Context: an optimization exercise on an open-source flow, tuned for small area, a short achievable clock period and few clock cycles per item. The choices shown serve that exercise and are no tape-out recipe.
Only simulation tests tie the RTL to the original design; equivalence was not proved.
Power is estimated from default activity; no workload was simulated.

==> inputs of build 40 <==
// axis_matvec_mul
module axis_matvec_mul #(
    parameter R=8, C=8, W_X=4, W_K=3,
    localparam W_Y = W_X + W_K + $clog2(C),
    localparam NQ = 16
)(
    input  logic clk, rstn,
    output logic s_axis_kx_tready,
    input  logic s_axis_kx_tvalid,
    input  logic [R*C*W_K + C*W_X -1:0] s_axis_kx_tdata,
    input  logic m_axis_y_tready,
    output logic m_axis_y_tvalid,
    output logic [R*W_Y-1:0] m_axis_y_tdata
);
==> flow/config.mk <==
export PLATFORM = sky130hd
export DESIGN_NAME = axis_matvec_mul
export DESIGN_NICKNAME = axis_matvec_mul
export VERILOG_FILES = /design/flow/design.v
export SDC_FILE = /design/flow/constraint.sdc
export NUM_CORES = 4
export LEC_CHECK = 0
export CAP_MARGIN = 20
export CORE_MARGIN = 2
export CORE_UTILIZATION = 40
export SETUP_SLACK_MARGIN = 3.4
export SLEW_MARGIN = 20
export SYNTH_HIERARCHICAL = 1
export SYNTH_MINIMUM_KEEP_SIZE = 0
==> flow/constraint.sdc <==
create_clock -name core_clock -period 8.0 [get_ports {clk}]
set_input_delay 1.6000 -clock core_clock [delete_from_list [all_inputs] [get_ports {clk}]]
set_output_delay 1.6000 -clock core_clock [all_outputs]
set_load 0.01 [all_outputs]
standard.sh (not shown) runs the stock make flow with config.mk's settings and CLKGATE_MAP_FILE= SYNTH_SCRIPT=/design/flow/synth_recipe.tcl, a recipe that flattens the netlist after the stock synthesis.
==> flow/flow/run.sh <==
#!/bin/bash
# The standard layout, with these changes:
# - each port's buffer is first a sky130_fd_sc_hd__buf_8, so that global
#   placement adds no buffers behind it; after global placement
#   (flow/post_gpl2.tcl) the buffers of the X ports (s_axis_kx_tdata[223:192],
#   24 loads each) stay $X_PORT_BUFFER and all other port buffers become
#   sky130_fd_sc_hd__buf_1 (the standard flow picks a larger delay buffer);
# - timing repair is limited to resizing and pin swaps;
# - after the standard synthesis, the largest buffers are kept out of the
#   resizer's reach, and clock tree synthesis uses sky130_fd_sc_hd__clkbuf_8
#   and inserts no dummy loads.
# Each step's full output is in orfs/logs; make's own output is in synth.log
# and make.log.
set -euo pipefail
export BUFFER_PORTS_ARGS="-buffer_cell sky130_fd_sc_hd__buf_8"
export SETUP_MOVE_SEQUENCE="unbuffer,sizeup,swap"
export SKIP_GATE_CLONING=1
bash standard.sh synth > synth.log 2>&1
export DONT_USE_CELLS="sky130_fd_sc_hd__clkbuf_16 sky130_fd_sc_hd__buf_12 sky130_fd_sc_hd__buf_16 sky130_fd_sc_hd__bufinv_16"
export CTS_ARGS="-sink_clustering_enable -repair_clock_nets -buf_list sky130_fd_sc_hd__clkbuf_8 -dont_use_dummy_load"
export POST_GLOBAL_PLACE_TCL="$PWD/flow/post_gpl2.tcl"
export X_PORT_BUFFER="${X_PORT_BUFFER:-sky130_fd_sc_hd__buf_8}"
bash standard.sh finish > make.log 2>&1
==> flow/flow/post_gpl2.tcl <==
set xcell sky130_fd_sc_hd__buf_8
if { [info exists ::env(X_PORT_BUFFER)] } { set xcell $::env(X_PORT_BUFFER) }
set small sky130_fd_sc_hd__buf_1
set block [ord::get_db_block]
set nx 0
set ns 0
foreach bterm [$block getBTerms] {
  set name [$bterm getName]
  if { $name == "clk" } { continue }
  set isx [expr { [regexp {^s_axis_kx_tdata\[(\d+)\]$} $name -> idx] && $idx >= 192 }]
  set net [$bterm getNet]
  foreach iterm [$net getITerms] {
    set inst [$iterm getInst]
    set master [[$inst getMaster] getName]
    if { ![string match "*buf*" $master] } { continue }
    if { $isx } {
      if { $master != $xcell } { replace_cell [$inst getName] $xcell }
      incr nx
    } else {
      if { $master != $small } { replace_cell [$inst getName] $small }
      incr ns
    }
  }
}
puts "post_gpl: $nx X port buffers are $xcell, $ns other port buffers are $small"
==> inputs of trial 56, as changes to build 40 <==
==> flow/flow/run.sh (replaced) <==
#!/bin/bash
# The standard layout, with these changes:
# - each port's buffer is a sky130_fd_sc_hd__buf_1 (the standard flow picks a
#   larger delay buffer), except that after global placement the buffers of
#   the X ports (s_axis_kx_tdata[223:192], 24 loads each) become
#   $X_PORT_BUFFER (flow/post_gpl.tcl);
# - timing repair is limited to resizing and pin swaps;
# - after the standard synthesis, the largest buffers are kept out of the
#   resizer's reach, and clock tree synthesis uses sky130_fd_sc_hd__clkbuf_8
#   and inserts no dummy loads.
# Each step's full output is in orfs/logs; make's own output is in synth.log
# and make.log.
set -euo pipefail
export BUFFER_PORTS_ARGS="-buffer_cell sky130_fd_sc_hd__buf_1"
export SETUP_MOVE_SEQUENCE="unbuffer,sizeup,swap"
export SKIP_GATE_CLONING=1
bash standard.sh synth > synth.log 2>&1
export DONT_USE_CELLS="sky130_fd_sc_hd__clkbuf_16 sky130_fd_sc_hd__buf_12 sky130_fd_sc_hd__buf_16 sky130_fd_sc_hd__bufinv_16"
export CTS_ARGS="-sink_clustering_enable -repair_clock_nets -buf_list sky130_fd_sc_hd__clkbuf_8 -dont_use_dummy_load"
export POST_GLOBAL_PLACE_TCL="$PWD/flow/post_gpl.tcl"
export X_PORT_BUFFER="${X_PORT_BUFFER:-sky130_fd_sc_hd__buf_8}"
bash standard.sh finish > make.log 2>&1
==> flow/flow/post_gpl.tcl (new file) <==
set cell sky130_fd_sc_hd__buf_8
if { [info exists ::env(X_PORT_BUFFER)] } { set cell $::env(X_PORT_BUFFER) }
set block [ord::get_db_block]
set n 0
foreach bterm [$block getBTerms] {
  if { [regexp {^s_axis_kx_tdata\[(\d+)\]$} [$bterm getName] -> idx] && $idx >= 192 } {
    set net [$bterm getNet]
    foreach iterm [$net getITerms] {
      set inst [$iterm getInst]
      if { [string match "*buf*" [[$inst getMaster] getName]] } {
        replace_cell [$inst getName] $cell
        incr n
      }
    }
  }
}
puts "post_gpl: resized $n X port buffers to $cell"
--- a/flow/config.mk
+++ b/flow/config.mk
@@ -10,3 +10,3 @@
 export CORE_UTILIZATION = 40
-export SETUP_SLACK_MARGIN = 3.4
+export SETUP_SLACK_MARGIN = 2.8
 export SLEW_MARGIN = 20
removed: flow/flow/post_gpl2.tcl
==> PnR_summary.wiki <==
{| class="wikitable"
! Metric !! Value
|-
| Peak VDD IR || 0.4212 mV
|-
| GRT met1 Usage || 33.33%
|-
| Pre-CTS setup slack || between 2 and 3 ns
|-
| First-pass iteration count of the detailed router || 5
|-
| Final setup slack of the worst path || between 3 and 4 ns
|-
| Outcome || complete, no violations
|-
| Data arrival time of the worst path || a little under 5 ns
|-
| Area added between synthesis and finish || 8.842%
|-
| Combined area of the multi-input logic cells || between 15000 and 20000 µm²
|-
| Worst reg-to-reg setup slack || around 5.6 ns
|-
| Post-route worst hold slack || slightly below 0.8 ns
|-
| Wire length on met1 || 27640 µm
|}
# the run above: build 40

==> PnR_summary.wiki <==
{| class="wikitable"
! Metric !! Value
|-
| Area added between synthesis and finish || 7.954%
|-
| Power in the clock group || 0.000456 W
|-
| Outcome || complete, no violations
|-
| Combined area of the multi-input logic cells || approximately 18000 µm²
|-
| Final setup slack of the worst path || 3.177 ns
|-
| Non-clock inverter count || ~230
|-
| Data arrival time of the worst path || 5.13 ns
|-
| Wire length on met1 || between 20000 and 30000 µm
|-
| First-pass iteration count of the detailed router || 7
|-
| Post-route worst hold slack || between 0.7 and 0.8 ns
|-
| Worst reg-to-reg setup slack || about 5.4 ns
|-
| Peak VDD IR || 0.7251 mV
|-
| Pre-CTS setup slack || between 2 and 3 ns
|-
| GRT met1 Usage || about a third
|-
| Fin. Hold Viols || 0
|}
# the run above: trial 56

Testbench counts of build 40, summed over its fixed seeds: cycles 520, items 512.
Testbench counts of trial 56, summed over its fixed seeds: cycles 520, items 512.

-- what the ideal ports hide --
The flow's constraints put no driver on any port. The routed layouts listed below were extracted and timed again, unchanged, in two steps.
Step 1, drivers: a clkbuf_16 drives clk and a buf_2 each remaining input, both assumed.
Step 2 times the ports against the registers' clock, not the clock port: input delays grow and output delays shrink by t, the midpoint of the rising clock arrivals with the driver on.
Slacks: ideal / step 1 / step 2; pairs: ideal / step 1.
run | t (ns) | setup slack, ns | worst setup path after step 2 | latest minus earliest clock arrival (ns) | worst slew at a driven data input, ns
build 40 | 0.600 | 3.430 / 3.420 / 2.836 | input to register | 0.028 / 0.028 | 0.12
trial 56 | 0.611 | 3.177 / 3.181 / 2.570 | input to register | 0.022 / 0.021 | 0.12
After both steps every run listed still meets setup and hold. The setup slack of trial 56, which loses most, moves by +0.004 ns with the drivers and by -0.607 ns with both steps.
